Context: an optimization exercise on an open-source flow, tuned for small area, a short achievable clock period and few clock cycles. The choices shown serve that exercise and are no tape-out recipe. Only simulation tests tie the RTL to the original design; equivalence was not proved.

==> exp/pepper <==
// MUL_DIV
module MUL_DIV(
	input clk,
	input reset,
	input [31:0] SrcA,
	input [31:0] SrcB,
	input [2:0] Mul_Div_ctr,
	input Start,
	input EI_HILO_ctr,
	input ExcReq_E,
	output reg Busy,
	output reg [31:0] HI,
	output reg [31:0] LO
	);
export LEC_CHECK = 0
export ABC_AREA = 1
export CAP_MARGIN = 10
export CORE_MARGIN = 2
export CORE_UTILIZATION = 60
export SLEW_MARGIN = 10
create_clock -name core_clock -period 100.0 [get_ports {clk}]
run.sh (not shown) runs the stock make flow with config.mk's settings and CLKGATE_MAP_FILE= SYNTH_SCRIPT=/design/flow/synth_recipe.tcl, a recipe that flattens the netlist after the stock synthesis.
==> exp/quartz (differences from exp/pepper) <==
Settings changed: CAP_MARGIN 10 to 40, CORE_UTILIZATION 60 to 40, SLEW_MARGIN 10 to 30.
==> exp/fjord (differences from exp/pepper) <==
==> flow/flow/run.sh (new file) <==
#!/bin/bash
# Own layout flow: the standard flow (standard.sh) with two changes:
#  - synthesis uses flow/synth.tcl: synth_recipe.tcl with Yosys's synth -noabc
#    (same registers, names and cell types as the standard synthesis);
#  - the ports are buffered with sky130_fd_sc_hd__buf_1 instead of ORFS's
#    default choice (clkdlybuf4s50_1).
# make's full output goes to synth.log and layout.log here; each ORFS step's
# log is in orfs/logs/.
set -euo pipefail
here=$(pwd)
bash standard.sh "SYNTH_SCRIPT=$here/flow/synth.tcl" synth > synth.log 2>&1
bash standard.sh "SYNTH_SCRIPT=$here/flow/synth.tcl" "BUFFER_PORTS_ARGS=-buffer_cell sky130_fd_sc_hd__buf_1" finish > layout.log 2>&1
==> flow/flow/synth.tcl (new file) <==
# The standard flow's synthesis script (synth_recipe.tcl) with one change: Yosys's generic
# synth runs without its quick ABC pass (-noabc), so the full adders written in
# the RTL reach extract_fa as written; ORFS's own ABC mapping follows as usual.
proc synth {args} { yosys synth -nofsm -noshare -noabc {*}$args }
source $::env(SCRIPTS_DIR)/synth.tcl
# left out here: clear keep_hierarchy, flatten, clean up, hide names made inside functions, write 1_2_yosys.v
==> flow/standard.sh (new file) <==
#!/bin/bash
# synth_recipe.tcl (not shown) runs the flow's synth.tcl, then flattens the netlist and writes it again
# the make line also repeats each setting of config.mk as NAME=value (left out here)
make -C /OpenROAD-flow-scripts/flow DESIGN_CONFIG=/design/flow/config.mk WORK_HOME=/design/flow/orfs CLKGATE_MAP_FILE= SYNTH_SCRIPT=/design/flow/synth_recipe.tcl "${@:-finish}"
Settings changed: CAP_MARGIN 10 to 40, CORE_UTILIZATION 60 to 40, SLEW_MARGIN 10 to 30.
removed: flow/run.sh
==> impl_metrics.tcl <==
set metrics [dict create \
    die_area_sq_mm 0.0345 \
    cp.arrival_ps 22230 \
    dp_cells 3152 \
    worstRegToRegCells 57 \
    yosys-top-cells-area "fa_1, nand2_1, xor2_1" \
    post_dp_cell_area_sq_mm 0.0211 \
    wl_met2_mm 34.3 \
    worst_ep_required_time_ps 100270 \
    track_usage_pct 48.1 \
    post-route-period-util_pct 22.0 \
    grt_max_degree 83 \
    status "timing/DRC/antenna clean" \
    row_count 66 \
    finalWorstSetupSlack_ps 78040 \
    n_tap_cell 442 \
]
the above is filed under exp/pepper

==> impl_metrics.tcl <==
set metrics [dict create \
    status "timing/DRC/antenna clean" \
    n_tap_cell 607 \
    cp.arrival_ps 21870 \
    dp_cells 3115 \
    wl_per_cell_microns 26.1 \
    grt_max_degree 92 \
    track_usage_pct 32.8 \
    post-route-period-util_pct 21.6 \
    die_area_sq_mm 0.0490 \
    critPathLaunch "EI_HILO_ctr" \
    finalWorstSetupSlack_ps 78410 \
    yosys-top-cells-area "fa_1, nand2_1, xor2_1" \
    worstRegToRegCells 48 \
]
the above is filed under exp/fjord

==> impl_metrics.tcl <==
set metrics [dict create \
    status "timing/DRC/antenna clean" \
    worstRegToRegCells 57 \
    n_tap_cell 664 \
    die_area_sq_mm 0.0513 \
    dp_cells 3379 \
    worst_ep_required_time_ps 100280 \
    track_usage_pct 34.0 \
    slew_violations 0 \
    cp.arrival_ps 22290 \
    post_dp_cell_area_sq_mm 0.0214 \
    yosys-top-cells-area "fa_1, nand2_1, xor2_1" \
    row_count 81 \
]
the above is filed under exp/quartz

Testbench counts of exp/pepper, summed over its fixed seeds: cycles 67,513.
Testbench counts of exp/quartz, summed over its fixed seeds: cycles 67,513.
Testbench counts of exp/fjord, summed over its fixed seeds: cycles 67,513.

==> afterwards: timing with drivers on the ports <==
How much do the figures lean on ideal ports? The routed layouts below were timed once more, with nothing changed but the port constraints. Step 1 (the two cells are an assumption about what drives the block):
set clk [get_ports {clk}]
set_driving_cell -lib_cell sky130_fd_sc_hd__clkbuf_16 $clk
set_driving_cell -lib_cell sky130_fd_sc_hd__buf_2 [delete_from_list [all_inputs] $clk]
Step 2 moves the port delays by t, midway between the first and last clock arrival at a register: inputs arrive t later, outputs are due t later. That takes back most of the time a late clock gives input paths. Slacks: no drivers / after step 1 / after step 2; pairs: no drivers / after step 1.
run	t (ns)	setup WS [ns]	slew at the worst register clock pin (ns)	worst data-port slew with drivers (ns)	pins driven straight from the clock port
exp/pepper	0.428	78.042 / 78.065 / 77.637	0.10 / 0.10	0.05	1
exp/quartz	0.438	77.990 / 78.022 / 77.584	0.09 / 0.09	0.05	1
exp/fjord	0.416	78.412 / 78.437 / 78.021	0.09 / 0.09	0.04	1
After both steps setup and hold are still met in every run listed. The setup slack of exp/quartz, which loses most, moves by +0.032 ns with the drivers and by -0.406 ns with both steps.
